From an optimization exercise on the open Yosys and OpenROAD flow, aimed at small area, a short achievable clock period and few clock cycles per item; shortcuts taken in it are not production practice. In this exercise RTL edits were held to simulation tests only and were not proved equivalent to the original. Power and IR drop assume default switching activity.

==> design.v <==
`resetall
`timescale 1ns/10ps
module ECC_ENC_DEC
#(
parameter DATA_WIDTH = 32,
parameter AMBA_ADDR_WIDTH = 20,
parameter AMBA_WORD = 32
)
(
input wire clk,
input wire rst,
input wire [AMBA_ADDR_WIDTH-1:0] PADDR,
input wire [AMBA_WORD-1:0] PWDATA,
input wire PENABLE,
           PSEL,
           PWRITE,
output reg [AMBA_WORD-1:0] PRDATA,
output reg [DATA_WIDTH-1:0] data_out,
output reg operation_done,
output reg [1:0] num_of_errors
);
reg [31:0] CTRL_REG, DATA_IN_REG, CODEWORD_WIDTH_REG, NOISE_REG;
reg [3:0] we;
always @(posedge clk or negedge rst) begin : wr_decode
  if (!rst) we <= 4'd0;
  else begin
    we[0] <= PSEL & ~PENABLE & PWRITE & (PADDR[3:2] == 2'b00);
    we[1] <= PSEL & ~PENABLE & PWRITE & (PADDR[3:2] == 2'b01);
    we[2] <= PSEL & ~PENABLE & PWRITE & (PADDR[3:2] == 2'b10);
    we[3] <= PSEL & ~PENABLE & PWRITE & (PADDR[3:2] == 2'b11);
  end
end
always @(posedge clk or negedge rst) begin : regs
  if (!rst) begin
    DATA_IN_REG <= 32'd0; CODEWORD_WIDTH_REG[1:0] <= 2'd0; NOISE_REG <= 32'd0;
  end else begin
    if (we[1]) DATA_IN_REG <= PWDATA;
    if (we[2]) CODEWORD_WIDTH_REG[1:0] <= PWDATA[1:0];
    if (we[3]) NOISE_REG <= PWDATA;
  end
end
reg clr_n;
always @(posedge clk or negedge rst) begin : clear_ctl
  if (!rst) clr_n <= 1'b0;
  else clr_n <= 1'b1;
end
wire [31:0] wdata = PWDATA & {32{clr_n}};
always @(posedge clk) begin : regs_rb
  if (we[0] | ~clr_n) CTRL_REG <= wdata;
  if (we[2] | ~clr_n) CODEWORD_WIDTH_REG[31:2] <= wdata[31:2];
end
always @(posedge clk or negedge rst) begin : done_reg
  if (!rst) operation_done <= 1'b0;
  else operation_done <= we[0];
end
always @(posedge clk) begin : rd
  case (PADDR[3:2])
    2'b00: PRDATA <= CTRL_REG;
    2'b01: PRDATA <= DATA_IN_REG;
    2'b10: PRDATA <= CODEWORD_WIDTH_REG;
    default: PRDATA <= NOISE_REG;
  endcase
end
reg nSc, cM, cL;
always @(posedge clk or negedge rst) begin : width_copy
  if (!rst) begin
    nSc <= 1'b0; cM <= 1'b0; cL <= 1'b0;
  end else if (we[2]) begin
    nSc <= PWDATA[1] | PWDATA[0];
    cM <= ~PWDATA[1] & PWDATA[0];
    cL <= PWDATA[1] & ~PWDATA[0];
  end
end
wire cS = ~nSc;
wire wS = ~CODEWORD_WIDTH_REG[1] & ~CODEWORD_WIDTH_REG[0];
wire wM = ~CODEWORD_WIDTH_REG[1] &  CODEWORD_WIDTH_REG[0];
wire wL =  CODEWORD_WIDTH_REG[1];
wire [31:0] D = DATA_IN_REG;
wire [31:0] N = NOISE_REG;
wire ea0 = D[0];
wire eb0 = D[0];
wire eg0 = ea0;
wire ee0 = D[0];
wire ea1 = (D[1] ^ D[3]);
wire eb1 = (D[2] ^ D[3]);
wire eg1 = (ea1 ^ D[2]);
wire ee1 = (D[1] ^ D[2]);
wire ea2 = (D[4] ^ D[6]);
wire eb2 = (D[5] ^ D[6]);
wire eg2 = (ea2 ^ D[5]);
wire ee2 = (D[4] ^ D[5]);
wire ea3 = (D[8] ^ D[10]);
wire eb3 = (D[9] ^ D[10]);
wire eg3 = ((ea3 ^ D[9]) ^ D[7]);
wire ee3 = (D[7] ^ D[10]);
wire ea4 = (D[11] ^ D[13]);
wire eb4 = (D[12] ^ D[13]);
wire eg4 = (ea4 ^ D[12]);
wire ee4 = (D[11] ^ D[12]);
wire ea5 = (D[15] ^ D[17]);
wire eb5 = (D[16] ^ D[17]);
wire eg5 = ((ea5 ^ D[16]) ^ D[14]);
wire ee5 = (D[14] ^ D[17]);
wire ea6 = (D[19] ^ D[21]);
wire eb6 = (D[20] ^ D[21]);
wire eg6 = ((ea6 ^ D[20]) ^ D[18]);
wire ee6 = (D[18] ^ D[21]);
wire ea7 = (D[23] ^ D[25]);
wire eb7 = (D[24] ^ D[25]);
wire eg7 = ((ea7 ^ D[24]) ^ D[22]);
wire ee7 = (D[23] ^ D[24]);
wire eS0 = (ea0 ^ ea1);
wire eM0 = eS0 ^ (ea2 ^ ea3);
wire eL0 = ((((D[0] ^ D[1]) ^ (D[3] ^ D[4])) ^ ((D[6] ^ D[8]) ^ (D[10] ^ D[11]))) ^ (((D[13] ^ D[15]) ^ (D[17] ^ D[19])) ^ ((D[21] ^ D[23]) ^ D[25])));
wire eS1 = (eb0 ^ eb1);
wire eM1 = eS1 ^ (eb2 ^ eb3);
wire eL1 = ((((D[0] ^ D[2]) ^ (D[3] ^ D[5])) ^ ((D[6] ^ D[9]) ^ (D[10] ^ D[12]))) ^ (((D[13] ^ D[16]) ^ (D[17] ^ D[20])) ^ ((D[21] ^ D[24]) ^ D[25])));
wire eS2 = eg1;
wire eM2 = eS2 ^ eg3;
wire eL2 = ((((D[1] ^ D[2]) ^ (D[3] ^ D[7])) ^ ((D[8] ^ D[9]) ^ (D[10] ^ D[14]))) ^ (((D[15] ^ D[16]) ^ (D[17] ^ D[22])) ^ ((D[23] ^ D[24]) ^ D[25])));
wire eS3 = 1'b0;
wire eM3 = eS3 ^ (eg2 ^ eg3);
wire eL3 = ((((D[4] ^ D[5]) ^ (D[6] ^ D[7])) ^ ((D[8] ^ D[9]) ^ (D[10] ^ D[18]))) ^ (((D[19] ^ D[20]) ^ (D[21] ^ D[22])) ^ ((D[23] ^ D[24]) ^ D[25])));
wire eS4 = 1'b0;
wire eM4 = eS4 ^ 1'b0;
wire eL4 = ((((D[11] ^ D[12]) ^ (D[13] ^ D[14])) ^ ((D[15] ^ D[16]) ^ (D[17] ^ D[18]))) ^ (((D[19] ^ D[20]) ^ (D[21] ^ D[22])) ^ ((D[23] ^ D[24]) ^ D[25])));
wire pS = (ee0 ^ ee1);
wire pM = pS ^ (ee2 ^ ee3);
wire pL = ((((D[0] ^ D[1]) ^ (D[2] ^ D[4])) ^ ((D[5] ^ D[7]) ^ (D[10] ^ D[11]))) ^ (((D[12] ^ D[14]) ^ (D[17] ^ D[18])) ^ ((D[21] ^ D[23]) ^ D[24])));
wire [4:0] encC = wS ? {2'b00, eS2, eS1, eS0} : wM ? {1'b0, eM3, eM2, eM1, eM0} : {eL4, eL3, eL2, eL1, eL0};
wire encP = wS ? pS : wM ? pM : pL;
wire d0a0 = D[4];
wire d0b0 = D[4];
wire d0g0 = d0a0;
wire d0e0 = D[4];
wire d0a1 = (D[5] ^ D[7]);
wire d0b1 = (D[6] ^ D[7]);
wire d0g1 = (d0a1 ^ D[6]);
wire d0e1 = (D[5] ^ D[6]);
wire sD0_0 = (d0a0 ^ d0a1) ^ D[0];
wire sD0_1 = (d0b0 ^ d0b1) ^ D[1];
wire sD0_2 = d0g1 ^ D[2];
wire d1a0 = D[5];
wire d1b0 = D[5];
wire d1g0 = d1a0;
wire d1e0 = D[5];
wire d1a1 = (D[6] ^ D[8]);
wire d1b1 = (D[7] ^ D[8]);
wire d1g1 = (d1a1 ^ D[7]);
wire d1e1 = (D[6] ^ D[7]);
wire d1a2 = (D[9] ^ D[11]);
wire d1b2 = (D[10] ^ D[11]);
wire d1g2 = (d1a2 ^ D[10]);
wire d1e2 = (D[9] ^ D[10]);
wire d1a3 = (D[13] ^ D[15]);
wire d1b3 = (D[14] ^ D[15]);
wire d1g3 = ((d1a3 ^ D[14]) ^ D[12]);
wire d1e3 = (D[12] ^ D[15]);
wire sD1_0 = ((d1a0 ^ d1a1) ^ (d1a2 ^ d1a3)) ^ D[0];
wire sD1_1 = ((d1b0 ^ d1b1) ^ (d1b2 ^ d1b3)) ^ D[1];
wire sD1_2 = (d1g1 ^ d1g3) ^ D[2];
wire sD1_3 = (d1g2 ^ d1g3) ^ D[3];
wire d2a0 = D[6];
wire d2b0 = D[6];
wire d2g0 = d2a0;
wire d2e0 = D[6];
wire d2a1 = (D[7] ^ D[9]);
wire d2b1 = (D[8] ^ D[9]);
wire d2g1 = (d2a1 ^ D[8]);
wire d2e1 = (D[7] ^ D[8]);
wire d2a2 = (D[10] ^ D[12]);
wire d2b2 = (D[11] ^ D[12]);
wire d2g2 = (d2a2 ^ D[11]);
wire d2e2 = (D[10] ^ D[11]);
wire d2a3 = (D[14] ^ D[16]);
wire d2b3 = (D[15] ^ D[16]);
wire d2g3 = ((d2a3 ^ D[15]) ^ D[13]);
wire d2e3 = (D[13] ^ D[16]);
wire d2a4 = (D[17] ^ D[19]);
wire d2b4 = (D[18] ^ D[19]);
wire d2g4 = (d2a4 ^ D[18]);
wire d2e4 = (D[17] ^ D[18]);
wire d2a5 = (D[21] ^ D[23]);
wire d2b5 = (D[22] ^ D[23]);
wire d2g5 = ((d2a5 ^ D[22]) ^ D[20]);
wire d2e5 = (D[20] ^ D[23]);
wire d2a6 = (D[25] ^ D[27]);
wire d2b6 = (D[26] ^ D[27]);
wire d2g6 = ((d2a6 ^ D[26]) ^ D[24]);
wire d2e6 = (D[24] ^ D[27]);
wire d2a7 = (D[29] ^ D[31]);
wire d2b7 = (D[30] ^ D[31]);
wire d2g7 = ((d2a7 ^ D[30]) ^ D[28]);
wire d2e7 = (D[29] ^ D[30]);
wire sD2_0 = (((d2a0 ^ d2a1) ^ (d2a2 ^ d2a3)) ^ ((d2a4 ^ d2a5) ^ (d2a6 ^ d2a7))) ^ D[0];
wire sD2_1 = (((d2b0 ^ d2b1) ^ (d2b2 ^ d2b3)) ^ ((d2b4 ^ d2b5) ^ (d2b6 ^ d2b7))) ^ D[1];
wire sD2_2 = ((d2g1 ^ d2g3) ^ (d2g5 ^ d2g7)) ^ D[2];
wire sD2_3 = ((d2g2 ^ d2g3) ^ (d2g6 ^ d2g7)) ^ D[3];
wire sD2_4 = ((d2g4 ^ d2g5) ^ (d2g6 ^ d2g7)) ^ D[4];
wire qD0 = (((D[0] ^ D[1]) ^ (D[2] ^ D[3])) ^ ((D[4] ^ D[5]) ^ (D[6] ^ D[7])));
wire qD1 = (((D[8] ^ D[9]) ^ (D[10] ^ D[11])) ^ ((D[12] ^ D[13]) ^ (D[14] ^ D[15])));
wire qD2 = ((((D[16] ^ D[17]) ^ (D[18] ^ D[19])) ^ ((D[20] ^ D[21]) ^ (D[22] ^ D[23]))) ^ (((D[24] ^ D[25]) ^ (D[26] ^ D[27])) ^ ((D[28] ^ D[29]) ^ (D[30] ^ D[31]))));
wire [4:0] synD = wS ? {2'b00, sD0_2, sD0_1, sD0_0} : wM ? {1'b0, sD1_3, sD1_2, sD1_1, sD1_0} : {sD2_4, sD2_3, sD2_2, sD2_1, sD2_0};
wire parDa = wL ? (qD0 ^ qD1) : qD0;
wire parDb = wS ? 1'b0 : wM ? qD1 : qD2;
wire n0a0 = N[4];
wire n0b0 = N[4];
wire n0g0 = n0a0;
wire n0e0 = N[4];
wire n0a1 = (N[5] ^ N[7]);
wire n0b1 = (N[6] ^ N[7]);
wire n0g1 = (n0a1 ^ N[6]);
wire n0e1 = (N[5] ^ N[6]);
wire sN0_0 = (n0a0 ^ n0a1) ^ N[0];
wire sN0_1 = (n0b0 ^ n0b1) ^ N[1];
wire sN0_2 = n0g1 ^ N[2];
wire n1a0 = N[5];
wire n1b0 = N[5];
wire n1g0 = n1a0;
wire n1e0 = N[5];
wire n1a1 = (N[6] ^ N[8]);
wire n1b1 = (N[7] ^ N[8]);
wire n1g1 = (n1a1 ^ N[7]);
wire n1e1 = (N[6] ^ N[7]);
wire n1a2 = (N[9] ^ N[11]);
wire n1b2 = (N[10] ^ N[11]);
wire n1g2 = (n1a2 ^ N[10]);
wire n1e2 = (N[9] ^ N[10]);
wire n1a3 = (N[13] ^ N[15]);
wire n1b3 = (N[14] ^ N[15]);
wire n1g3 = ((n1a3 ^ N[14]) ^ N[12]);
wire n1e3 = (N[12] ^ N[15]);
wire sN1_0 = ((n1a0 ^ n1a1) ^ (n1a2 ^ n1a3)) ^ N[0];
wire sN1_1 = ((n1b0 ^ n1b1) ^ (n1b2 ^ n1b3)) ^ N[1];
wire sN1_2 = (n1g1 ^ n1g3) ^ N[2];
wire sN1_3 = (n1g2 ^ n1g3) ^ N[3];
wire n2a0 = N[6];
wire n2b0 = N[6];
wire n2g0 = n2a0;
wire n2e0 = N[6];
wire n2a1 = (N[7] ^ N[9]);
wire n2b1 = (N[8] ^ N[9]);
wire n2g1 = (n2a1 ^ N[8]);
wire n2e1 = (N[7] ^ N[8]);
wire n2a2 = (N[10] ^ N[12]);
wire n2b2 = (N[11] ^ N[12]);
wire n2g2 = (n2a2 ^ N[11]);
wire n2e2 = (N[10] ^ N[11]);
wire n2a3 = (N[14] ^ N[16]);
wire n2b3 = (N[15] ^ N[16]);
wire n2g3 = ((n2a3 ^ N[15]) ^ N[13]);
wire n2e3 = (N[13] ^ N[16]);
wire n2a4 = (N[17] ^ N[19]);
wire n2b4 = (N[18] ^ N[19]);
wire n2g4 = (n2a4 ^ N[18]);
wire n2e4 = (N[17] ^ N[18]);
wire n2a5 = (N[21] ^ N[23]);
wire n2b5 = (N[22] ^ N[23]);
wire n2g5 = ((n2a5 ^ N[22]) ^ N[20]);
wire n2e5 = (N[20] ^ N[23]);
wire n2a6 = (N[25] ^ N[27]);
wire n2b6 = (N[26] ^ N[27]);
wire n2g6 = ((n2a6 ^ N[26]) ^ N[24]);
wire n2e6 = (N[24] ^ N[27]);
wire n2a7 = (N[29] ^ N[31]);
wire n2b7 = (N[30] ^ N[31]);
wire n2g7 = ((n2a7 ^ N[30]) ^ N[28]);
wire n2e7 = (N[29] ^ N[30]);
wire sN2_0 = (((n2a0 ^ n2a1) ^ (n2a2 ^ n2a3)) ^ ((n2a4 ^ n2a5) ^ (n2a6 ^ n2a7))) ^ N[0];
wire sN2_1 = (((n2b0 ^ n2b1) ^ (n2b2 ^ n2b3)) ^ ((n2b4 ^ n2b5) ^ (n2b6 ^ n2b7))) ^ N[1];
wire sN2_2 = ((n2g1 ^ n2g3) ^ (n2g5 ^ n2g7)) ^ N[2];
wire sN2_3 = ((n2g2 ^ n2g3) ^ (n2g6 ^ n2g7)) ^ N[3];
wire sN2_4 = ((n2g4 ^ n2g5) ^ (n2g6 ^ n2g7)) ^ N[4];
wire qN0 = (((N[0] ^ N[1]) ^ (N[2] ^ N[3])) ^ ((N[4] ^ N[5]) ^ (N[6] ^ N[7])));
wire qN1 = (((N[8] ^ N[9]) ^ (N[10] ^ N[11])) ^ ((N[12] ^ N[13]) ^ (N[14] ^ N[15])));
wire qN2 = ((((N[16] ^ N[17]) ^ (N[18] ^ N[19])) ^ ((N[20] ^ N[21]) ^ (N[22] ^ N[23]))) ^ (((N[24] ^ N[25]) ^ (N[26] ^ N[27])) ^ ((N[28] ^ N[29]) ^ (N[30] ^ N[31]))));
wire [4:0] synN = wS ? {2'b00, sN0_2, sN0_1, sN0_0} : wM ? {1'b0, sN1_3, sN1_2, sN1_1, sN1_0} : {sN2_4, sN2_3, sN2_2, sN2_1, sN2_0};
wire parNa = wL ? (qN0 ^ qN1) : qN0;
wire parNb = wS ? 1'b0 : wM ? qN1 : qN2;
reg [4:0] sD, sN, cE;
reg pDa, pDb, pNa, pNb, pE;
reg [1:0] mode;
reg ddec, nfc;    
always @(posedge clk) begin : stage1
  sD <= synD; pDa <= parDa; pDb <= parDb;
  sN <= synN; pNa <= parNa; pNb <= parNb;
  cE <= encC; pE <= encP;
  mode <= PWDATA[1:0];    
  ddec <= ~PWDATA[1] & PWDATA[0];
  nfc <= ~PWDATA[1];
end
wire m_dec = ~mode[1] & mode[0];
wire m_fc  =  mode[1];
wire [4:0] s = ({5{m_dec}} & sD) | ({5{m_fc}} & sN);
wire p = (m_dec & (pDa ^ pDb)) | (m_fc & (pNa ^ pNb));
wire [1:0] nof = {~p & (|s), p};
wire d_dec = ddec, d_fc = ~nfc;
wire [25:0] g = D[25:0] & {26{~d_dec}};
wire [4:0] lo = cE & {5{~d_dec}};
wire pb = pE & ~d_dec;
wire [31:0] ecw = ({32{cS}} & {24'd0, g[3:0], pb, lo[2:0]}) | ({32{cM}} & {16'd0, g[10:0], pb, lo[3:0]}) | ({32{cL}} & {g, pb, lo});
wire [31:0] nmask = {{16{cL}}, {8{cM | cL}}, 8'hff};
wire [31:0] t = (({32{d_dec}} & D) | ({32{d_fc}} & N)) & nmask;
wire [31:0] fix;
assign fix[0] = p & ((cS & (s == 5'd1)) | (cM & (s == 5'd1)) | (cL & (s == 5'd1)));
assign fix[1] = p & ((cS & (s == 5'd2)) | (cM & (s == 5'd2)) | (cL & (s == 5'd2)));
assign fix[2] = p & ((cS & (s == 5'd4)) | (cM & (s == 5'd4)) | (cL & (s == 5'd4)));
assign fix[3] = p & ((cS & (s == 5'd0)) | (cM & (s == 5'd8)) | (cL & (s == 5'd8)));
assign fix[4] = p & ((cS & (s == 5'd3)) | (cM & (s == 5'd0)) | (cL & (s == 5'd16)));
assign fix[5] = p & ((cS & (s == 5'd5)) | (cM & (s == 5'd3)) | (cL & (s == 5'd0)));
assign fix[6] = p & ((cS & (s == 5'd6)) | (cM & (s == 5'd5)) | (cL & (s == 5'd3)));
assign fix[7] = p & ((cS & (s == 5'd7)) | (cM & (s == 5'd6)) | (cL & (s == 5'd5)));
assign fix[8] = p & ((cM & (s == 5'd7)) | (cL & (s == 5'd6)));
assign fix[9] = p & ((cM & (s == 5'd9)) | (cL & (s == 5'd7)));
assign fix[10] = p & ((cM & (s == 5'd10)) | (cL & (s == 5'd9)));
assign fix[11] = p & ((cM & (s == 5'd11)) | (cL & (s == 5'd10)));
assign fix[12] = p & ((cM & (s == 5'd12)) | (cL & (s == 5'd11)));
assign fix[13] = p & ((cM & (s == 5'd13)) | (cL & (s == 5'd12)));
assign fix[14] = p & ((cM & (s == 5'd14)) | (cL & (s == 5'd13)));
assign fix[15] = p & ((cM & (s == 5'd15)) | (cL & (s == 5'd14)));
assign fix[16] = p & ((cL & (s == 5'd15)));
assign fix[17] = p & ((cL & (s == 5'd17)));
assign fix[18] = p & ((cL & (s == 5'd18)));
assign fix[19] = p & ((cL & (s == 5'd19)));
assign fix[20] = p & ((cL & (s == 5'd20)));
assign fix[21] = p & ((cL & (s == 5'd21)));
assign fix[22] = p & ((cL & (s == 5'd22)));
assign fix[23] = p & ((cL & (s == 5'd23)));
assign fix[24] = p & ((cL & (s == 5'd24)));
assign fix[25] = p & ((cL & (s == 5'd25)));
assign fix[26] = p & ((cL & (s == 5'd26)));
assign fix[27] = p & ((cL & (s == 5'd27)));
assign fix[28] = p & ((cL & (s == 5'd28)));
assign fix[29] = p & ((cL & (s == 5'd29)));
assign fix[30] = p & ((cL & (s == 5'd30)));
assign fix[31] = p & ((cL & (s == 5'd31)));
always @(posedge clk) begin : stage2
  data_out <= (ecw ^ t) ^ fix;
  num_of_errors <= nof;
end
endmodule
==> flow/run.sh <==
#!/bin/bash
# The standard layout (standard.sh), with two changes to the cells it may use:
#  - the port buffers are buf_1 cells instead of the delay cell buffer_ports picks by default;
#  - the 3-input XOR/XNOR cells are added to the platform's don't-use list, so that
#    synthesis and repair build the parity trees from 2-input XOR/XNOR cells.
set -euo pipefail
export BUFFER_PORTS_ARGS="-buffer_cell sky130_fd_sc_hd__buf_1"
DU=$(make -s -C "$FLOW_HOME" DESIGN_CONFIG="$PWD/config.mk" WORK_HOME="$PWD/orfs" print-DONT_USE_CELLS 2> print.log | sed -n 's/^DONT_USE_CELLS: //p')
[ -n "$DU" ]
DU="$DU sky130_fd_sc_hd__xnor3_1 sky130_fd_sc_hd__xnor3_2 sky130_fd_sc_hd__xnor3_4 sky130_fd_sc_hd__xor3_1 sky130_fd_sc_hd__xor3_2 sky130_fd_sc_hd__xor3_4"
echo "DONT_USE_CELLS=$DU" > dont_use.txt
bash standard.sh DONT_USE_CELLS="$DU" finish > standard.log 2>&1
==> standard.sh <==
#!/bin/bash
# synth_recipe.tcl (not shown) runs the flow's synth.tcl, then flattens the netlist and writes it again
# the make line also repeats each setting of config.mk as NAME=value (left out here)
make -C /OpenROAD-flow-scripts/flow DESIGN_CONFIG=/design/flow/config.mk WORK_HOME=/design/flow/orfs CLKGATE_MAP_FILE= SYNTH_SCRIPT=/design/flow/synth_recipe.tcl "${@:-finish}"
==> config.mk <==
export PLATFORM = sky130hd
export DESIGN_NAME = ECC_ENC_DEC
export DESIGN_NICKNAME = ECC_ENC_DEC
export VERILOG_FILES = /design/flow/design.v
export SDC_FILE = /design/flow/constraint.sdc
export NUM_CORES = 4
export LEC_CHECK = 0
export CAP_MARGIN = 20
export CORE_MARGIN = 2
export CORE_UTILIZATION = 40
export CTS_CLUSTER_DIAMETER = 70
export CTS_CLUSTER_SIZE = 25
export SETUP_SLACK_MARGIN = 2.9
export SLEW_MARGIN = 20
==> constraint.sdc <==
create_clock -name core_clock -period 5.0 [get_ports {clk}]
set_input_delay 1.0000 -clock core_clock [delete_from_list [all_inputs] [get_ports {clk}]]
set_output_delay 1.0000 -clock core_clock [all_outputs]
set_load 0.01 [all_outputs]
==> flow_metrics.env, run 1 <==
export IMPL_run_status="complete, no violations"
export IMPL_rows=62
export IMPL_layout_nets=1121
export IMPL_min_delay_path_class="flip-flop to flip-flop"
export IMPL_timing_max_slew_rel_slack_pct=41.5
export IMPL_min_period_over_period_pct=40.9
export IMPL_routed_via_density=5.39
export IMPL_die_h_um=174
export IMPL_ff_latch_count_synth=227
export IMPL_detailedPlace_worstSlack_ps=2170
export IMPL_final_common_cell="sky130_fd_sc_hd__xnor2_1"
export IMPL_instances_no_fill=1459
export IMPL_global_route_wire_length_before_repair_um=46000
export IMPL_deepest_level_of_the_cts_h_tree=1
export IMPL_clkSinkCount=227
export IMPL_syn_inst=996
export IMPL_dpl_instance_area_um2=12100
export IMPL_grt_max_degree=41
export IMPL_finalHoldViolCount=0
export IMPL_portBuffers=105
export IMPL_final_hold_worst_slack_ps=389
export IMPL_max_cap_violations=0
export IMPL_cts_hold_buf=0
export IMPL_iteration_count_of_the_initial_detailed_routing_pass=6
export IMPL_yosysWarningCount=1
export IMPL_gr_total_overflow=0
export IMPL_fin_worst_skew_ps=20.3
export IMPL_timing_setup_tns_ps=0
export IMPL_syn_cell_area_um2=11500
export IMPL_fmax_mhz=489
export IMPL_dp_final_hpwl_um=20800
export IMPL_tritoncts="yes"
export IMPL_vias=7859
export IMPL_synth_nets=1053
export IMPL_ir_drop_uv=304
export IMPL_drt_first_iter_violations=698
export IMPL_fillerInstances=2715
export IMPL_antenna_diode_count=0
export IMPL_rsz0062_at_grt="true"
export IMPL_detail_route_wl_per_cell_um=20.6
export IMPL_distinct_cell_type_count_after_synthesis=54
export IMPL_maxSlewViolCount=0
export IMPL_layout_setup_ws_ps=2960
export IMPL_routed_wl_um=30100
export IMPL_maximum_number_of_buffers_from_clock_root_to_sink=3
export IMPL_ios=124
export IMPL_worstSetupStartpointType="flip-flop"
export IMPL_syn_avg_cell_area_um2=11.6
export IMPL_cts_inserted_buffers=17
export IMPL_root_buffer="sky130_fd_sc_hd__clkbuf_16"
export IMPL_drt_antenna_violating_nets=0
export IMPL_final_layout_size_suffix_gt1_share_pct=20.2
export IMPL_clkTransAtPathRegs_ps=70
export IMPL_crit_path_end_kind="flip-flop"
export IMPL_postLayoutCellArea_um2=13100
export IMPL_arrival_ps=2410
export IMPL_worst_pin_slew_ps=878
export IMPL_cp_required_ps=5360
export IMPL_power_density_nw_per_um2=619
export IMPL_setup_violations_final=0
export IMPL_static_leakage_power_nw=4.76
export IMPL_synth_yosys_seq_area_share_pct=48.1
export IMPL_die_width_um=174
export IMPL_fin_crit_ps=2040
export IMPL_placed_cells_incl_taps=1419
export IMPL_mostFrequentLayoutCells="147 x sky130_fd_sc_hd__xnor2_1, 102 x sky130_fd_sc_hd__buf_1, 87 x sky130_fd_sc_hd__dfxtp_1, 62 x sky130_fd_sc_hd__edfxtp_1, 61 x sky130_fd_sc_hd__mux2_2"
export IMPL_first_global_vias=7593
export IMPL_antenna_violations_before_repair=0
export IMPL_core_area_um2=28500
export IMPL_critical_path_class="flip-flop to flip-flop"
export IMPL_drc_errors=0
export IMPL_place_congestion=0.878
export IMPL_initial_utilization_pct=40.3
export IMPL_insertion_delay_ps=510
export IMPL_worstPathMaxFanout=17
export IMPL_die_area_um2=30100
export IMPL_flow_area_growth_from_synthesis_pct=13.6
export IMPL_grtUsageTotal_pct=19.8
cell families (layout without fill, tap and decap cells):
logic type                after synthesis  count (layout)  share of synthesized area (%)
AOI/OAI and AO/OA                     185             185                           10.5
xor gates and xnor gates              209             209                           16.7
buffers and inverters                  93             172                           3.51
DFF                                   227             227                           48.1
muxes                                 103             103                           13.1
other                                   1               1                         0.0326
and+or+nand+nor                       178             178                           8.04
cell usage after synthesis (all sizes together):
master	count	share of area (%)
a2111oi	1	0.13
a211oi	2	0.13
a21boi	2	0.13
a21oi	42	1.8
a221oi	21	1.6
a22o	3	0.23
a22oi	29	1.9
a31o	3	0.23
a31oi	19	1.0
and2	34	1.8
buf	34	1.6
clkbuf	43	1.4
clkinv	2	0.065
conb	1	0.033
dfrtp	75	16
dfxtp	90	16
edfxtp	62	16
inv	14	0.46
mux2	61	6.0
mux2i	10	0.87
mux4	32	6.3
nand2	42	1.4
nand2b	11	0.60
nand3	2	0.087
nand3b	4	0.26
nand4	1	0.054
nor2	33	1.1
nor2b	20	1.1
nor3	9	0.39
nor3b	5	0.33
o21ai	47	2.1
o21bai	1	0.065
o221ai	1	0.076
o22a	1	0.076
o22ai	2	0.11
o2bb2ai	1	0.076
o31ai	8	0.52
o32ai	2	0.22
or2	1	0.054
or3	16	0.87
xnor2	168	14
xor2	41	3.2
state kept, by name (all words and copies together) (netlist names), 2 cells and up:
name / cells
num_of_errors: 2
CTRL_REG: 32
we: 4
mode: 2
sN: 5
cE: 5
NOISE_REG: 32
PRDATA: 32
data_out: 32
DATA_IN_REG: 32
CODEWORD_WIDTH_REG: 32
sD: 5
path summary, 6_finish.rpt:
path | startpoint | to | slack, ps | cells past startpoint
max | mode[1] | data_out[16] | 2960 | 7
min | we[0] | operation_done | 390 | 0
max reg2reg | mode[1] | data_out[16] | 2960 | 7
min reg2reg | we[0] | operation_done | 390 | 0
max in group asynchronous | rst | DATA_IN_REG[5] | 3500 | 2
min in group asynchronous | rst | NOISE_REG[27] | 490 | 1
metal layers:
metal / up-vias / track usage [%] / part of all wire [%]
met4: 0 / 3.82 / 1.8
met2: 269 / 33.0 / 48
met5: - / 0 / 0
met3: 37 / 3.53 / 6.0
met1: 3893 / 27.4 / 45
li1: 3660 / - / -
through the flow:
| step | util [%] | total power (W) |
|---|---|---|
| 6_report | 45.8 | 0.00810 |
| 3_3_place_gp | 42.5 | 0.00638 |
| 2_1_floorplan | - | 0.00557 |
| 4_1_cts | 45.0 | 0.00796 |
| 5_1_grt | 45.8 | 0.00857 |
| 3_5_place_dp | 42.5 | 0.00641 |
cell type report:
class,instances,area (um^2),share of cell area [%]
multi-input combinational,676,5770,44.1
sequential,227,5580,42.6
timing repair buffer,125,564,4.31
tap,384,480,3.67
clock buffer,20,457,3.49
clock inverter,10,153,1.17
inverter,16,65.1,0.497
timing repair inverter,1,7.51,0.0574
critical path, stage by stage (launching register included):
cell                      delay (ps)
sky130_fd_sc_hd__dfxtp_4         470
sky130_fd_sc_hd__nor2b_4          80
sky130_fd_sc_hd__a22oi_1         440
sky130_fd_sc_hd__nand2_1         210
sky130_fd_sc_hd__nor2_1          180
sky130_fd_sc_hd__nand2_1         150
sky130_fd_sc_hd__xor2_1          280
sky130_fd_sc_hd__nor2_1          100
report_power, final:
group	total (W)	leakage [nW]	internal, W	switching [W]
logic	0.00377	2.13	0.00185	0.00191
registers	0.00283	2.34	0.00229	0.000537
clock network	0.00150	0.298	0.000791	0.000706
total	0.00810	4.76	0.00494	0.00316
repair_timing:
| item | 4_1_cts | 5_1_grt |
|---|---|---|
| gates resized for setup | 20 | 45 |
| setup endpoints to repair | 103 | 92 |
| pin swaps | 1 | 1 |
| gates cloned | 1 | 0 |
| buffers inserted | 4 | 5 |
Testbench counts, summed over its fixed seeds: cycles 12,384, ops 1,920.
==> inputs of run 2 (changes only) <==
--- a/config.mk
+++ b/config.mk
@@ -10,3 +10,3 @@
 export CORE_UTILIZATION = 40
-export CTS_CLUSTER_DIAMETER = 70
+export CTS_CLUSTER_DIAMETER = 100
 export CTS_CLUSTER_SIZE = 25
==> run 2 against run 1 <==
  * Critical endpoint is now PRDATA[30]
  * Still clean
  * Clock skew down 2.9 ps
  * Via count decreased by 0.31%
  * First-iteration DRC count grew 0.14%
  * Die area unchanged
  * Hold slack got worse by 7.9 ps
  * Synthesized area did not move
==> flow_metrics.env, run 2 <==
export IMPL_run_status="complete, no violations"
export IMPL_drt_first_iter_violations=699
export IMPL_syn_avg_cell_area_um2=11.6
export IMPL_ir_drop_uv=308
export IMPL_gr_total_overflow=0
export IMPL_syn_inst=996
export IMPL_critical_path_top_delay_family="buffers and inverters"
export IMPL_crit_path_end_kind="flip-flop"
export IMPL_ios=124
export IMPL_antenna_diode_count=0
export IMPL_cp_required_ps=5360
export IMPL_clkTransAtPathRegs_ps=90
export IMPL_die_h_um=174
export IMPL_grtUsageTotal_pct=19.6
export IMPL_setup_violations_final=0
export IMPL_initial_utilization_pct=40.3
export IMPL_root_buffer="sky130_fd_sc_hd__clkbuf_16"
export IMPL_rsz0062_at_grt="false"
export IMPL_crit_path_cell_trace="clkbuf_2 -> buf_4 -> mux4_2"
export IMPL_static_leakage_power_nw=4.66
export IMPL_distinct_cell_type_count_after_synthesis=54
export IMPL_place_congestion=0.878
export IMPL_netlist_area_leader_share_pct=16.3
export IMPL_cts_hold_buf=0
export IMPL_dp_final_hpwl_um=20800
export IMPL_fmax_mhz=496
export IMPL_fin_crit_ps=2020
export IMPL_cts_inserted_buffers=13
export IMPL_die_area_um2=30100
export IMPL_timing_setup_tns_ps=0
export IMPL_layout_nets=1120
export IMPL_slowest_cell_delay_on_critical_path_ps=540
export IMPL_worst_pin_slew_ps=906
export IMPL_final_common_cell="sky130_fd_sc_hd__xnor2_1"
export IMPL_instances_no_fill=1453
export IMPL_maxSlewViolCount=0
export IMPL_deepest_level_of_the_cts_h_tree=1
export IMPL_synth_enable_flop_cells=62
export IMPL_synth_commonest_cells="157 x sky130_fd_sc_hd__xnor2_1, 90 x sky130_fd_sc_hd__dfxtp_1, 75 x sky130_fd_sc_hd__dfrtp_1, 62 x sky130_fd_sc_hd__edfxtp_1, 61 x sky130_fd_sc_hd__mux2_2"
export IMPL_final_layout_size_suffix_gt1_share_pct=18.7
export IMPL_rows=62
export IMPL_min_delay_path_class="flip-flop to flip-flop"
export IMPL_max_cap_violations=0
export IMPL_tritoncts="yes"
export IMPL_insertion_delay_ps=480
export IMPL_portBuffers=105
export IMPL_routed_via_density=5.39
export IMPL_critical_path_class="input port to flip-flop"
export IMPL_finalHoldViolCount=0
export IMPL_flow_area_growth_from_synthesis_pct=11.8
export IMPL_arrival_ps=2380
export IMPL_die_width_um=174
export IMPL_synth_yosys_seq_area_share_pct=48.1
export IMPL_synth_nets=1053
export IMPL_drc_errors=0
export IMPL_worstPathMaxFanout=21
export IMPL_worstSetupStartpointType="input port"
export IMPL_detail_route_wl_per_cell_um=20.5
export IMPL_mostFrequentLayoutCells="151 x sky130_fd_sc_hd__xnor2_1, 102 x sky130_fd_sc_hd__buf_1, 86 x sky130_fd_sc_hd__dfxtp_1, 62 x sky130_fd_sc_hd__edfxtp_1, 61 x sky130_fd_sc_hd__mux2_2"
export IMPL_maximum_number_of_buffers_from_clock_root_to_sink=3
export IMPL_critical_path_n_buffers_inverters=2
export IMPL_antenna_violations_before_repair=1
export IMPL_placed_cells_incl_taps=1419
export IMPL_crit_slowest_cell="sky130_fd_sc_hd__mux4_2"
export IMPL_ff_latch_count_synth=227
export IMPL_first_global_vias=7512
export IMPL_core_area_um2=28500
export IMPL_routed_wl_um=29800
export IMPL_syn_cell_area_um2=11500
export IMPL_iteration_count_of_the_initial_detailed_routing_pass=6
export IMPL_async_reset_ff_share_pct=33.0
export IMPL_synth_most_common_cell="sky130_fd_sc_hd__xnor2_1"
export IMPL_vias=7835
export IMPL_clkSinkCount=227
export IMPL_ys_flop_type="sky130_fd_sc_hd__dfxtp_1"
export IMPL_synth_area_top_cells="sky130_fd_sc_hd__dfrtp_1 16%, sky130_fd_sc_hd__edfxtp_1 16%, sky130_fd_sc_hd__dfxtp_1 16%"
export IMPL_global_route_wire_length_before_repair_um=45700
export IMPL_grt_max_degree=41
export IMPL_yosysWarningCount=1
export IMPL_power_density_nw_per_um2=599
export IMPL_fin_worst_skew_ps=17.4
export IMPL_drt_antenna_violating_nets=0
export IMPL_netlist_top_cell_by_area="sky130_fd_sc_hd__dfrtp_1"
export IMPL_min_period_over_period_pct=40.4
export IMPL_final_hold_worst_slack_ps=381
export IMPL_timing_max_slew_rel_slack_pct=39.6
[run 2: changes by cell type in the layout (fill, tap and decap cells not counted), moves of 4 or more]
cell and change:
sky130_fd_sc_hd__xnor2_1 +4, sky130_fd_sc_hd__clkbuf_1 +5, sky130_fd_sc_hd__clkbuf_16 -4, sky130_fd_sc_hd__xnor2_2 -4
[run 2: area by class of cell]
cell class	instances	area [um^2]
fillers	2739	15700
multi-input cells	676	5740
flip-flops and latches	227	5580
repair buffers	128	599
well taps	384	480
clock buffers	19	348
inverters	16	65.1
clock inverters	2	50.0
repair inverters	1	7.51
[run 2: logic make-up after synthesis]
kind of cell	Yosys count	share of synthesized area [%]
AOI/OAI and AO/OA	185	10.5
muxes	103	13.1
DFF	227	48.1
other	1	0.0326
and+or+nand+nor	178	8.04
xor gates and xnor gates	209	16.7
buffers and inverters	93	3.51
[run 2: power breakdown]
| part | switching (W) | internal (W) | total, W |
|---|---|---|---|
| Combinational | 0.00190 | 0.00184 | 0.00374 |
| Clock | 0.000596 | 0.000551 | 0.00115 |
| Sequential | 0.000533 | 0.00229 | 0.00283 |
[run 2: routing by layer]
metal	up-vias	GRT usage (%)	part of all wire [%]
met5	-	0	0.044
met4	2	4.06	1.4
met3	27	3.27	6.6
met2	263	32.4	48
met1	3886	27.4	44
li1	3657	-	-
[run 2: worst paths after layout]
kind	to	slack [ps]	cells past startpoint	from
max in group asynchronous	DATA_IN_REG[4]	3480	2	rst
setup / recovery	PRDATA[30]	2980	3	PADDR[2]
min in group asynchronous	NOISE_REG[24]	520	1	rst
hold / removal	operation_done	380	0	we[0]
setup reg to reg	pNb	2990	6	NOISE_REG[31]
hold reg to reg	operation_done	380	0	we[0]
[run 2: what timing repair did]
item / 4_1_cts / 5_1_grt
endpoints found under the setup margin: 101 / 36
pin swaps: 1 / 2
cloned: 1 / 0
gates resized for setup: 21 / 39
setup buffers: 5 / 7
[run 2: metrics by stage]
step | setup WS [ps] | total power, W | instance area [um^2] | utilization, %
5_1_grt | 2880 | 0.00819 | 12900 | 45.1
3_3_place_gp | 2170 | 0.00638 | 12100 | 42.5
4_1_cts | 2790 | 0.00762 | 12600 | 44.3
3_5_place_dp | 2170 | 0.00641 | 12100 | 42.5
6_report | 2980 | 0.00771 | 12900 | 45.1
2_1_floorplan | 2870 | 0.00557 | 11500 | -
[run 2: worst reg2reg max path: stages (launching register included)]
cell	delay, ps
sky130_fd_sc_hd__dfrtp_1	510
sky130_fd_sc_hd__xnor2_1	290
sky130_fd_sc_hd__xnor2_2	140
sky130_fd_sc_hd__xnor2_1	350
sky130_fd_sc_hd__xnor2_1	180
sky130_fd_sc_hd__xnor2_1	310
sky130_fd_sc_hd__a22o_1	180
==> inputs of run 3 (changes only) <==
--- a/design.v
+++ b/design.v
@@ -63,13 +63,2 @@
 end
-reg nSc, cM, cL;
-always @(posedge clk or negedge rst) begin : width_copy
-  if (!rst) begin
-    nSc <= 1'b0; cM <= 1'b0; cL <= 1'b0;
-  end else if (we[2]) begin
-    nSc <= PWDATA[1] | PWDATA[0];
-    cM <= ~PWDATA[1] & PWDATA[0];
-    cL <= PWDATA[1] & ~PWDATA[0];
-  end
-end
-wire cS = ~nSc;
 wire wS = ~CODEWORD_WIDTH_REG[1] & ~CODEWORD_WIDTH_REG[0];
@@ -77,2 +66,3 @@
 wire wL =  CODEWORD_WIDTH_REG[1];
+wire cS = wS, cM = wM, cL = wL;
 wire [31:0] D = DATA_IN_REG;
--- a/config.mk
+++ b/config.mk
@@ -12,3 +12,3 @@
 export CTS_CLUSTER_SIZE = 25
-export SETUP_SLACK_MARGIN = 2.9
+export SETUP_SLACK_MARGIN = 2.95
 export SLEW_MARGIN = 20
==> run 3 against run 2 <==
  * Still clean
  * Total power up 1.1%
  * Clock skew is 2.4 ps higher
  * Synthesized cell count up 0.50%
  * Combinational power grew 4%
  * Via count is 6.9% lower
  * Sequential share of layout area fell by 0.40 points
  * Register-to-register slack lost 40 ps
  * Cell count grew 0.21%
  * First-iteration DRC count shrank 23%
  * Clock-buffer cell count shrank 1
  * Cell area is 0.34% lower
  * Highest routed layer is now met4
==> flow_metrics.env, run 3 <==
export IMPL_synth_enable_flop_cells=62
export IMPL_layout_setup_ws_ps=2950
export IMPL_crit_slowest_cell="sky130_fd_sc_hd__o32a_1"
export IMPL_instances_no_fill=1456
export IMPL_core_area_um2=28500
export IMPL_setup_violations_final=0
export IMPL_ios=124
export IMPL_gr_total_overflow=0
export IMPL_maxSlewViolCount=0
export IMPL_netlist_top_cell_by_area="sky130_fd_sc_hd__edfxtp_1"
export IMPL_synth_area_top_cells="sky130_fd_sc_hd__edfxtp_1 16%, sky130_fd_sc_hd__dfrtp_1 16%, sky130_fd_sc_hd__dfxtp_1 16%"
export IMPL_insertion_delay_ps=480
export IMPL_antenna_diode_count=0
export IMPL_run_status="complete, no violations"
export IMPL_routed_via_density=5.01
export IMPL_ir_drop_uv=277
export IMPL_max_cap_violations=0
export IMPL_r2r_cells=6
export IMPL_die_width_um=174
export IMPL_cts_inserted_buffers=13
export IMPL_routed_wl_um=28100
export IMPL_synth_yosys_seq_area_share_pct=47.4
export IMPL_dp_final_hpwl_um=19900
export IMPL_mostFrequentLayoutCells="175 x sky130_fd_sc_hd__xnor2_1, 98 x sky130_fd_sc_hd__buf_1, 85 x sky130_fd_sc_hd__dfxtp_1, 68 x sky130_fd_sc_hd__nor2_1, 66 x sky130_fd_sc_hd__mux2_2"
export IMPL_logic_depth_of_the_worst_path_buffers_included=6
export IMPL_critical_path_class="flip-flop to flip-flop"
export IMPL_async_reset_ff_share_pct=32.1
export IMPL_synth_commonest_cells="191 x sky130_fd_sc_hd__xnor2_1, 90 x sky130_fd_sc_hd__dfxtp_1, 72 x sky130_fd_sc_hd__dfrtp_1, 69 x sky130_fd_sc_hd__nor2_1, 66 x sky130_fd_sc_hd__mux2_2"
export IMPL_flow_area_growth_from_synthesis_pct=11.3
export IMPL_worst_min_delay_path_startpoint="we[0]"
export IMPL_vias=7297
export IMPL_syn_inst=1001
export IMPL_arrival_ps=2410
export IMPL_place_congestion=0.806
export IMPL_synth_most_common_cell="sky130_fd_sc_hd__xnor2_1"
export IMPL_rsz0062_at_grt="true"
export IMPL_crit_path_end_kind="flip-flop"
export IMPL_initial_utilization_pct=40.4
export IMPL_fin_worst_skew_ps=19.8
export IMPL_deepest_level_of_the_cts_h_tree=1
export IMPL_worstPathMaxFanout=11
export IMPL_syn_cell_area_um2=11500
export IMPL_yosysWarningCount=1
export IMPL_root_buffer="sky130_fd_sc_hd__clkbuf_16"
export IMPL_power_density_nw_per_um2=608
export IMPL_detail_route_wl_per_cell_um=19.3
export IMPL_min_period_over_period_pct=40.9
export IMPL_portBuffers=105
export IMPL_slowest_cell_delay_on_critical_path_ps=450
export IMPL_clkTransAtPathRegs_ps=100
export IMPL_timing_max_slew_rel_slack_pct=30.6
export IMPL_die_h_um=174
export IMPL_netlist_area_leader_share_pct=16.2
export IMPL_global_route_wire_length_before_repair_um=42600
export IMPL_maximum_number_of_buffers_from_clock_root_to_sink=3
export IMPL_finalHoldViolCount=0
export IMPL_antenna_violations_before_repair=0
export IMPL_static_leakage_power_nw=4.71
export IMPL_detailedPlace_worstSlack_ps=2220
export IMPL_cp_required_ps=5360
export IMPL_crit_path_cell_trace="buf_4 -> o32a_1 -> or2_2 -> o32ai_1 -> nand2_1 -> xnor2_1"
export IMPL_synth_nets=1058
export IMPL_min_delay_path_class="flip-flop to flip-flop"
export IMPL_rows=62
export IMPL_worst_pin_slew_ps=1040
export IMPL_die_area_um2=30200
export IMPL_grt_max_degree=73
export IMPL_drt_first_iter_violations=535
export IMPL_fin_crit_ps=2050
export IMPL_drc_errors=0
export IMPL_worstSetupStartpointType="flip-flop"
export IMPL_critical_path_reg2reg_startpoint="mode[1]"
export IMPL_timing_setup_tns_ps=0
export IMPL_ys_flop_type="sky130_fd_sc_hd__dfxtp_1"
export IMPL_final_layout_size_suffix_gt1_share_pct=19.1
export IMPL_critical_path_top_delay_family="compound AO/OA/AOI/OAI gates"
export IMPL_iteration_count_of_the_initial_detailed_routing_pass=7
export IMPL_grtUsageTotal_pct=18.3
export IMPL_layout_nets=1123
export IMPL_critical_path_n_buffers_inverters=1
export IMPL_syn_avg_cell_area_um2=11.5
export IMPL_placed_cells_incl_taps=1426
export IMPL_clkSinkCount=224
export IMPL_final_common_cell="sky130_fd_sc_hd__xnor2_1"
export IMPL_tritoncts="yes"
export IMPL_startpoint="mode[1]"
export IMPL_first_global_vias=6958
export IMPL_fmax_mhz=489
export IMPL_ff_latch_count_synth=224
export IMPL_cts_hold_buf=0
export IMPL_distinct_cell_type_count_after_synthesis=48
export IMPL_holdPathStages=0
export IMPL_drt_antenna_violating_nets=0
run 3: changes by cell type in the layout (fill, tap and decap cells not counted), moves of 9 or more:
cell | before | now
sky130_fd_sc_hd__xor2_1 | 37 | 61
sky130_fd_sc_hd__dfrtp_1 | 58 | 48
sky130_fd_sc_hd__nor2_1 | 32 | 68
sky130_fd_sc_hd__xnor2_1 | 151 | 175
sky130_fd_sc_hd__dfrtp_2 | 15 | 24
sky130_fd_sc_hd__a221oi_1 | 21 | 0
sky130_fd_sc_hd__or3_1 | 16 | 0
sky130_fd_sc_hd__a21oi_1 | 42 | 23
sky130_fd_sc_hd__a22oi_1 | 27 | 12
sky130_fd_sc_hd__nand2_1 | 37 | 51
sky130_fd_sc_hd__nor2b_1 | 19 | 34
sky130_fd_sc_hd__and2_1 | 34 | 51
sky130_fd_sc_hd__a31oi_1 | 17 | 4
run 3: logic make-up (layout without fill, tap and decap cells):
group	count (synthesis)	count (layout)	share of synthesized area, %
AO/OA/AOI/OAI	98	98	5.16
buffers and inverters	78	149	3.33
XOR/XNOR	261	261	20.4
AND/OR/NAND/NOR	228	228	9.77
flip-flops	224	224	47.4
other	1	1	0.0325
multiplexers	111	111	13.9
run 3: stage by stage:
step           util, %  hold WS, ps  instance area (um^2)  total power (W)
4_1_cts           44.1          388                 12600          0.00768
6_report          44.9          388                 12800          0.00780
5_1_grt           44.9          398                 12800          0.00829
3_5_place_dp      42.4          356                 12100          0.00646
2_1_floorplan        -          346                 11600          0.00563
3_3_place_gp      42.4          378                 12100          0.00642
run 3: power by group:
part	total, W	switching [W]	internal [W]	leakage (nW)
Combinational	0.00390	0.00189	0.00201	2.22
Clock	0.00113	0.000607	0.000527	0.192
Sequential	0.00277	0.000497	0.00227	2.30
run 3: repair_timing:
| action | in CTS | in global routing |
|---|---|---|
| pin swaps | 1 | 8 |
| resized for setup | 21 | 47 |
| hold endpoints to repair | 0 | 0 |
| endpoints found under the setup margin | 53 | 45 |
| buffers inserted | 1 | 8 |
run 3: final cells by class:
| cell class | instances | area [um^2] |
|---|---|---|
| fillers | 2760 | 15700 |
| multi-input cells | 699 | 5870 |
| flip-flops and latches | 224 | 5510 |
| repair buffers | 123 | 554 |
| well taps | 384 | 480 |
| clock buffers | 18 | 365 |
| clock inverters | 3 | 26.3 |
| inverters | 5 | 18.8 |
run 3: per-layer routing:
layer | share of wire, % | GRT usage (%) | vias up
met5 | 0 | 0 | -
met4 | 0.92 | 2.80 | 0
met3 | 5.4 | 2.26 | 22
met2 | 46 | 29.4 | 182
met1 | 48 | 27.3 | 3605
li1 | - | - | 3488
run 3: final timing paths:
| check | to | slack (ps) |
|---|---|---|
| hold reg to reg | operation_done | 390 |
| min in group asynchronous | DATA_IN_REG[14] | 660 |
| setup reg to reg | data_out[6] | 2950 |
| hold / removal | operation_done | 390 |
| setup / recovery | data_out[6] | 2950 |
| max in group asynchronous | DATA_IN_REG[25] | 3620 |
Testbench counts of run 3, summed over its fixed seeds: cycles 12,384, ops 1,920.
==> inputs of run 4 (changes only) <==
--- a/flow/run.sh
+++ b/flow/run.sh
@@ -11,2 +11,3 @@
 echo "DONT_USE_CELLS=$DU" > dont_use.txt
+export SKIP_LAST_GASP=1
 bash standard.sh DONT_USE_CELLS="$DU" finish > standard.log 2>&1
--- a/config.mk
+++ b/config.mk
@@ -12,3 +12,3 @@
 export CTS_CLUSTER_SIZE = 25
-export SETUP_SLACK_MARGIN = 2.95
+export SETUP_SLACK_MARGIN = 2.9
 export SLEW_MARGIN = 20
==> run 4 against run 3 <==
  * Still clean on timing, DRC and antenna
  * Non-clock buffer count decreased by 8
  * Fmax up 0.63%
  * Synthesized cell count did not move
  * Combinational power decreased by 5%
  * Largest cell class unchanged
==> flow_metrics.env, run 4 <==
export IMPL_run_status="complete, no violations"
export IMPL_grt_most_used_layer="met2"
export IMPL_synth_commonest_cells="191 x sky130_fd_sc_hd__xnor2_1, 90 x sky130_fd_sc_hd__dfxtp_1, 72 x sky130_fd_sc_hd__dfrtp_1, 69 x sky130_fd_sc_hd__nor2_1, 66 x sky130_fd_sc_hd__mux2_2"
export IMPL_synth_area_top_cells="sky130_fd_sc_hd__edfxtp_1 16%, sky130_fd_sc_hd__dfrtp_1 16%, sky130_fd_sc_hd__dfxtp_1 16%"
export IMPL_crit_path_cell_trace="buf_1"
export IMPL_totalPowerFinal_w=0.00752
export IMPL_drc_errors=0
export IMPL_min_delay_path_class="flip-flop to flip-flop"
export IMPL_antenna_violations_before_repair=1
export IMPL_max_cap_violations=0
export IMPL_mostFrequentLayoutCells="185 x sky130_fd_sc_hd__xnor2_1, 102 x sky130_fd_sc_hd__buf_1, 88 x sky130_fd_sc_hd__dfxtp_1, 68 x sky130_fd_sc_hd__nor2_1, 66 x sky130_fd_sc_hd__mux2_2"
export IMPL_worst_pin_slew_ps=1030
export IMPL_grtUsageTotal_pct=18.5
export IMPL_gr_total_overflow=0
export IMPL_setup_violations_final=0
export IMPL_critical_path_top_delay_family="flip-flops"
export IMPL_arrival_ps=1030
export IMPL_die_h_um=174
export IMPL_routed_via_density=5.03
export IMPL_deepest_level_of_the_cts_h_tree=1
export IMPL_flow_area_growth_from_synthesis_pct=9.15
export IMPL_crit_path_end_kind="output port"
export IMPL_syn_cell_area_um2=11500
export IMPL_ir_drop_uv=291
export IMPL_synth_yosys_seq_area_share_pct=47.4
export IMPL_ios=124
export IMPL_timing_max_slew_rel_slack_pct=31.2
export IMPL_final_hold_worst_slack_ps=390
export IMPL_layout_setup_ws_ps=2970
export IMPL_detailedPlace_worstSlack_ps=2120
export IMPL_insertion_delay_ps=490
export IMPL_slowest_cell_delay_on_critical_path_ps=380
export IMPL_distinct_cell_type_count_after_synthesis=48
export IMPL_tritoncts="yes"
export IMPL_static_leakage_power_nw=4.59
export IMPL_postLayoutCellArea_um2=12600
export IMPL_power_density_nw_per_um2=598
export IMPL_core_area_um2=28500
export IMPL_die_area_um2=30200
export IMPL_die_width_um=174
export IMPL_grt_util_met3_pct=2.50
export IMPL_critical_path_class="flip-flop to output port"
export IMPL_yosysWarningCount=1
export IMPL_grt_util_met2_pct=29.5
export IMPL_antenna_diode_count=0
export IMPL_clkTransAtPathRegs_ps=90
export IMPL_grt_max_degree=73
export IMPL_iteration_count_of_the_initial_detailed_routing_pass=5
export IMPL_async_reset_ff_share_pct=32.1
export IMPL_syn_inst=1001
export IMPL_worstPathMaxFanout=1
export IMPL_final_layout_size_suffix_gt1_share_pct=15.4
export IMPL_crit_slowest_cell="sky130_fd_sc_hd__dfxtp_1"
export IMPL_cts_inserted_buffers=12
export IMPL_routed_wl_um=28000
export IMPL_place_congestion=0.827
export IMPL_regArea_um2=5480
export IMPL_finalHoldViolCount=0
export IMPL_rsz0062_at_grt="true"
export IMPL_portBuffers=105
export IMPL_critical_path_n_buffers_inverters=1
export IMPL_dp_final_hpwl_um=19900
export IMPL_multi_input_comb_area_um2=5760
export IMPL_layout_nets=1114
export IMPL_vias=7273
export IMPL_first_global_vias=7269
export IMPL_fin_crit_ps=2030
export IMPL_timing_setup_tns_ps=0
export IMPL_synth_nets=1058
export IMPL_ys_flop_type="sky130_fd_sc_hd__dfxtp_1"
export IMPL_maxSlewViolCount=0
export IMPL_final_common_cell="sky130_fd_sc_hd__xnor2_1"
export IMPL_worstSetupStartpointType="flip-flop"
export IMPL_detail_route_wl_per_cell_um=19.4
export IMPL_root_buffer="sky130_fd_sc_hd__clkbuf_16"
export IMPL_rows=62
export IMPL_syn_avg_cell_area_um2=11.5
export IMPL_drt_first_iter_violations=410
export IMPL_synth_enable_flop_cells=62
export IMPL_maximum_number_of_buffers_from_clock_root_to_sink=3
export IMPL_cp_required_ps=4000
export IMPL_gr_util_met1_pct=27.4
export IMPL_cts_hold_buf=0
export IMPL_initial_utilization_pct=40.4
export IMPL_netlist_top_cell_by_area="sky130_fd_sc_hd__edfxtp_1"
export IMPL_dpl_instance_area_um2=12100
export IMPL_fin_worst_skew_ps=13.9
export IMPL_fillerInstances=2790
export IMPL_global_route_wire_length_before_repair_um=43300
export IMPL_synth_most_common_cell="sky130_fd_sc_hd__xnor2_1"
export IMPL_clkSinkCount=224
export IMPL_min_period_over_period_pct=40.7
export IMPL_drt_antenna_violating_nets=0
export IMPL_fmax_mhz=492
export IMPL_ff_latch_count_synth=224
export IMPL_netlist_area_leader_share_pct=16.2
[run 4: stage by stage]
step	utilization, %	instances
finish	44.1	1447
global route	44.1	1447
CTS	43.7	1446
detailed placement	42.4	1426
global placement	42.4	1426
floorplan	-	1001
[run 4: worst paths after layout]
check / start / to / slack, ps / cells past startpoint
setup / recovery: PRDATA[31] / PRDATA[31] / 2970 / 1
hold / removal: we[0] / operation_done / 390 / 0
setup reg to reg: DATA_IN_REG[19] / pDb / 2970 / 6
hold reg to reg: we[0] / operation_done / 390 / 0
max in group asynchronous: rst / DATA_IN_REG[25] / 3650 / 1
min in group asynchronous: rst / DATA_IN_REG[8] / 670 / 1
[run 4: layer usage]
layer | share of wire (%) | routed length (um) | vias to the layer above
met5 | 0 | 0 | -
met4 | 1.3 | 365 | 0
met3 | 4.4 | 1240 | 23
met2 | 45 | 12800 | 179
met1 | 49 | 13700 | 3591
li1 | - | - | 3480
[run 4: what timing repair did]
| action | 4_1_cts | 5_1_grt |
|---|---|---|
| endpoints found under the setup margin | 28 | 34 |
| setup buffers | 0 | 1 |
| resized for setup | 7 | 28 |
[run 4: cell type report]
cell class	count	share of cell area, %
Inverter	5	0.149
Timing Repair Buffer	115	3.83
Multi-Input combinational cell	699	45.8
Sequential cell	224	43.6
Clock buffer	20	2.81
Tap cell	384	3.82
[run 4: logic make-up after synthesis]
logic type | after synthesis | share of synthesized area (%)
xor gates and xnor gates | 261 | 20.4
buffers and inverters | 78 | 3.33
muxes | 111 | 13.9
other | 1 | 0.0325
and+or+nand+nor | 228 | 9.77
AOI/OAI and AO/OA | 98 | 5.16
DFF | 224 | 47.4
[run 4: report_power, final]
group	switching [W]	internal, W	leakage (nW)
registers	0.000492	0.00226	2.31
logic	0.00184	0.00187	2.11
clock network	0.000576	0.000490	0.171
total	0.00290	0.00462	4.59
==> inputs of run 5 (changes only) <==
--- a/flow/run.sh
+++ b/flow/run.sh
@@ -11,3 +11,2 @@
 echo "DONT_USE_CELLS=$DU" > dont_use.txt
-export SKIP_LAST_GASP=1
 bash standard.sh DONT_USE_CELLS="$DU" finish > standard.log 2>&1
--- a/config.mk
+++ b/config.mk
@@ -12,3 +12,3 @@
 export CTS_CLUSTER_SIZE = 25
-export SETUP_SLACK_MARGIN = 2.9
+export SETUP_SLACK_MARGIN = 2.92
 export SLEW_MARGIN = 20
==> run 5 against run 4 <==
  * Clock power up 6%
  * Still clean on timing, DRC and antenna
  * Setup slack worse by 16 ps
  * Largest cell class unchanged
  * Die area unchanged
  * Via count up 0.37%
==> flow_metrics.env, run 5 <==
export IMPL_clkSinkCount=224
export IMPL_antenna_diode_count=0
export IMPL_worstSetupStartpointType="flip-flop"
export IMPL_antenna_violations_before_repair=0
export IMPL_portBuffers=105
export IMPL_timing_setup_tns_ps=0
export IMPL_insertion_delay_ps=490
export IMPL_cp_required_ps=5350
export IMPL_arrival_ps=2400
export IMPL_async_reset_ff_share_pct=32.1
export IMPL_run_status="complete, no violations"
export IMPL_timing_max_slew_rel_slack_pct=30.6
export IMPL_core_area_um2=28500
export IMPL_synth_most_common_cell="sky130_fd_sc_hd__xnor2_1"
export IMPL_die_width_um=174
export IMPL_global_route_wire_length_before_repair_um=42500
export IMPL_final_layout_size_suffix_gt1_share_pct=16.9
export IMPL_ff_latch_count_synth=224
export IMPL_tritoncts="yes"
export IMPL_min_delay_path_class="flip-flop to flip-flop"
export IMPL_grtUsageTotal_pct=18.3
export IMPL_drc_errors=0
export IMPL_critical_path_n_buffers_inverters=1
export IMPL_flow_area_growth_from_synthesis_pct=10.3
export IMPL_initial_utilization_pct=40.4
export IMPL_synth_area_top_cells="sky130_fd_sc_hd__edfxtp_1 16%, sky130_fd_sc_hd__dfrtp_1 16%, sky130_fd_sc_hd__dfxtp_1 16%"
export IMPL_final_hold_worst_slack_ps=386
export IMPL_fin_crit_ps=2050
export IMPL_critical_path_top_delay_family="compound AO/OA/AOI/OAI gates"
export IMPL_synth_enable_flop_cells=62
export IMPL_root_buffer="sky130_fd_sc_hd__clkbuf_16"
export IMPL_clkTransAtPathRegs_ps=100
export IMPL_deepest_level_of_the_cts_h_tree=1
export IMPL_first_global_vias=6960
export IMPL_cts_inserted_buffers=13
export IMPL_maximum_number_of_buffers_from_clock_root_to_sink=3
export IMPL_power_density_nw_per_um2=606
export IMPL_synth_yosys_seq_area_share_pct=47.4
export IMPL_die_h_um=174
export IMPL_netlist_top_cell_by_area="sky130_fd_sc_hd__edfxtp_1"
export IMPL_slowest_cell_delay_on_critical_path_ps=550
export IMPL_syn_cell_area_um2=11500
export IMPL_mostFrequentLayoutCells="182 x sky130_fd_sc_hd__xnor2_1, 101 x sky130_fd_sc_hd__buf_1, 87 x sky130_fd_sc_hd__dfxtp_1, 68 x sky130_fd_sc_hd__nor2_1, 66 x sky130_fd_sc_hd__mux2_2"
export IMPL_netlist_area_leader_share_pct=16.2
export IMPL_rsz0062_at_grt="true"
export IMPL_worst_pin_slew_ps=1040
export IMPL_max_cap_violations=0
export IMPL_die_area_um2=30200
export IMPL_min_period_over_period_pct=41.0
export IMPL_maxSlewViolCount=0
export IMPL_fin_worst_skew_ps=22.7
export IMPL_ys_flop_type="sky130_fd_sc_hd__dfxtp_1"
export IMPL_distinct_cell_type_count_after_synthesis=48
export IMPL_ios=124
export IMPL_vias=7300
export IMPL_syn_avg_cell_area_um2=11.5
export IMPL_final_common_cell="sky130_fd_sc_hd__xnor2_1"
export IMPL_finalHoldViolCount=0
export IMPL_routed_wl_um=28000
export IMPL_ir_drop_uv=277
export IMPL_crit_path_cell_trace="buf_6 -> o21ai_0 -> xor2_1 -> o21ai_0 -> xnor2_1"
export IMPL_detail_route_wl_per_cell_um=19.3
export IMPL_gr_total_overflow=0
export IMPL_critical_path_class="flip-flop to flip-flop"
export IMPL_critical_path_most_common_cell="sky130_fd_sc_hd__o21ai_0"
export IMPL_yosysWarningCount=1
export IMPL_static_leakage_power_nw=4.65
export IMPL_place_congestion=0.806
export IMPL_crit_path_end_kind="flip-flop"
export IMPL_drt_first_iter_violations=554
export IMPL_dp_final_hpwl_um=19900
export IMPL_iteration_count_of_the_initial_detailed_routing_pass=4
export IMPL_crit_slowest_cell="sky130_fd_sc_hd__dfrtp_2"
export IMPL_layout_nets=1119
export IMPL_routed_via_density=5.03
export IMPL_rows=62
export IMPL_syn_inst=1001
export IMPL_fillerInstances=2765
export IMPL_grt_max_degree=73
export IMPL_fmax_mhz=488
export IMPL_synth_commonest_cells="191 x sky130_fd_sc_hd__xnor2_1, 90 x sky130_fd_sc_hd__dfxtp_1, 72 x sky130_fd_sc_hd__dfrtp_1, 69 x sky130_fd_sc_hd__nor2_1, 66 x sky130_fd_sc_hd__mux2_2"
export IMPL_setup_violations_final=0
export IMPL_worstPathMaxFanout=56
export IMPL_drt_antenna_violating_nets=0
export IMPL_synth_nets=1058
run 5: per-layer routing:
metal	track usage (%)	wire length, um
met1	27.2	13500
met5	0	0
met4	2.80	260
met3	2.26	1510
met2	29.3	12700
run 5: timing repair:
item / CTS / global route
endpoints found under the hold margin: 0 / 0
pin swaps: 1 / 8
endpoints found under the setup margin: 48 / 37
buffers inserted: 1 / 4
gates resized for setup: 14 / 33
hold buffers: 0 / 0
run 5: logic make-up after synthesis:
| logic type | after synthesis | share of synthesized area [%] |
|---|---|---|
| xor gates and xnor gates | 261 | 20.4 |
| AOI/OAI and AO/OA | 98 | 5.16 |
| DFF | 224 | 47.4 |
| other | 1 | 0.0325 |
| buffers and inverters | 78 | 3.33 |
| and+or+nand+nor | 228 | 9.77 |
| muxes | 111 | 13.9 |
run 5: path summary, 6_finish.rpt:
path | startpoint | endpoint | slack [ps] | cells past startpoint
worst min register to register | we[0] | operation_done | 390 | 0
worst min-delay path | we[0] | operation_done | 390 | 0
max in group asynchronous | rst | DATA_IN_REG[25] | 3640 | 1
min in group asynchronous | rst | DATA_IN_REG[14] | 660 | 1
worst max register to register | CODEWORD_WIDTH_REG[1] | data_out[15] | 2950 | 5
worst max-delay path | CODEWORD_WIDTH_REG[1] | data_out[15] | 2950 | 5
run 5: worst register-to-register path, cell delays in order, from the launching register on:
cell	delay (ps)
sky130_fd_sc_hd__dfrtp_2	550
sky130_fd_sc_hd__buf_6	400
sky130_fd_sc_hd__o21ai_0	200
sky130_fd_sc_hd__xor2_1	160
sky130_fd_sc_hd__o21ai_0	460
sky130_fd_sc_hd__xnor2_1	150
run 5: final cells by class:
cell class | instances | area (um^2) | area share [%]
Inverter | 5 | 18.8 | 0.148
Clock buffer | 18 | 365 | 2.88
Multi-Input combinational cell | 699 | 5810 | 45.7
Clock inverter | 3 | 26.3 | 0.207
Tap cell | 384 | 480 | 3.78
Sequential cell | 224 | 5490 | 43.2
Timing Repair Buffer | 119 | 517 | 4.07
run 5: metrics by stage:
| step | setup WS [ps] | cells | cell area [um^2] | utilization [%] | total power (W) |
|---|---|---|---|---|---|
| floorplan | 2940 | 1001 | 11600 | - | 0.00563 |
| detailed placement | 2220 | 1426 | 12100 | 42.4 | 0.00646 |
| global placement | 2240 | 1426 | 12100 | 42.4 | 0.00642 |
| finish | 2950 | 1452 | 12700 | 44.5 | 0.00770 |
| CTS | 2880 | 1448 | 12500 | 43.9 | 0.00766 |
| global route | 2880 | 1452 | 12700 | 44.5 | 0.00819 |
run 5: power breakdown:
group	internal (W)	switching, W
registers	0.00227	0.000492
logic	0.00194	0.00187
clock network	0.000527	0.000605

==> port drivers added, routing unchanged <==
In the flow no input, the clock included, has a driving cell. The finished layouts below were timed again as built, in two steps. Step 1: set_driving_cell puts a clkbuf_16 on clk and a buf_2 on each other input, an assumption about the parent block. Step 2 adds t to the input delays and takes it off the output delays; t is the mean of the earliest and latest rising clock arrival at the registers after step 1. Input paths then give back, and output paths get back, about the clock's delay inside the block. a / b / c = ideal ports / drivers / drivers and shift; a / b = the first two.
| run | t (ns) | slack for setup (ns) | worst hold slack (ns) | worst setup path after step 2 | worst slew at a driven data input, ns |
|---|---|---|---|---|---|
| run 1 | 0.550 | 2.955 / 2.921 / 2.475 | 0.389 / 0.389 / 0.389 | input to register | 0.06 |
| run 2 | 0.518 | 2.982 / 2.944 / 2.493 | 0.381 / 0.381 / 0.381 | input to register | 0.05 |
| run 3 | 0.519 | 2.953 / 2.947 / 2.579 | 0.388 / 0.388 / 0.388 | input to register | 0.04 |
| run 4 | 0.526 | 2.966 / 2.919 / 2.529 | 0.390 / 0.390 / 0.390 | input to register | 0.04 |
| run 5 | 0.520 | 2.950 / 2.934 / 2.580 | 0.386 / 0.386 / 0.386 | input to register | 0.04 |
After both steps setup and hold are still met in every run listed. The setup slack of run 2, which loses most, moves by -0.038 ns with the drivers and by -0.489 ns with both steps.
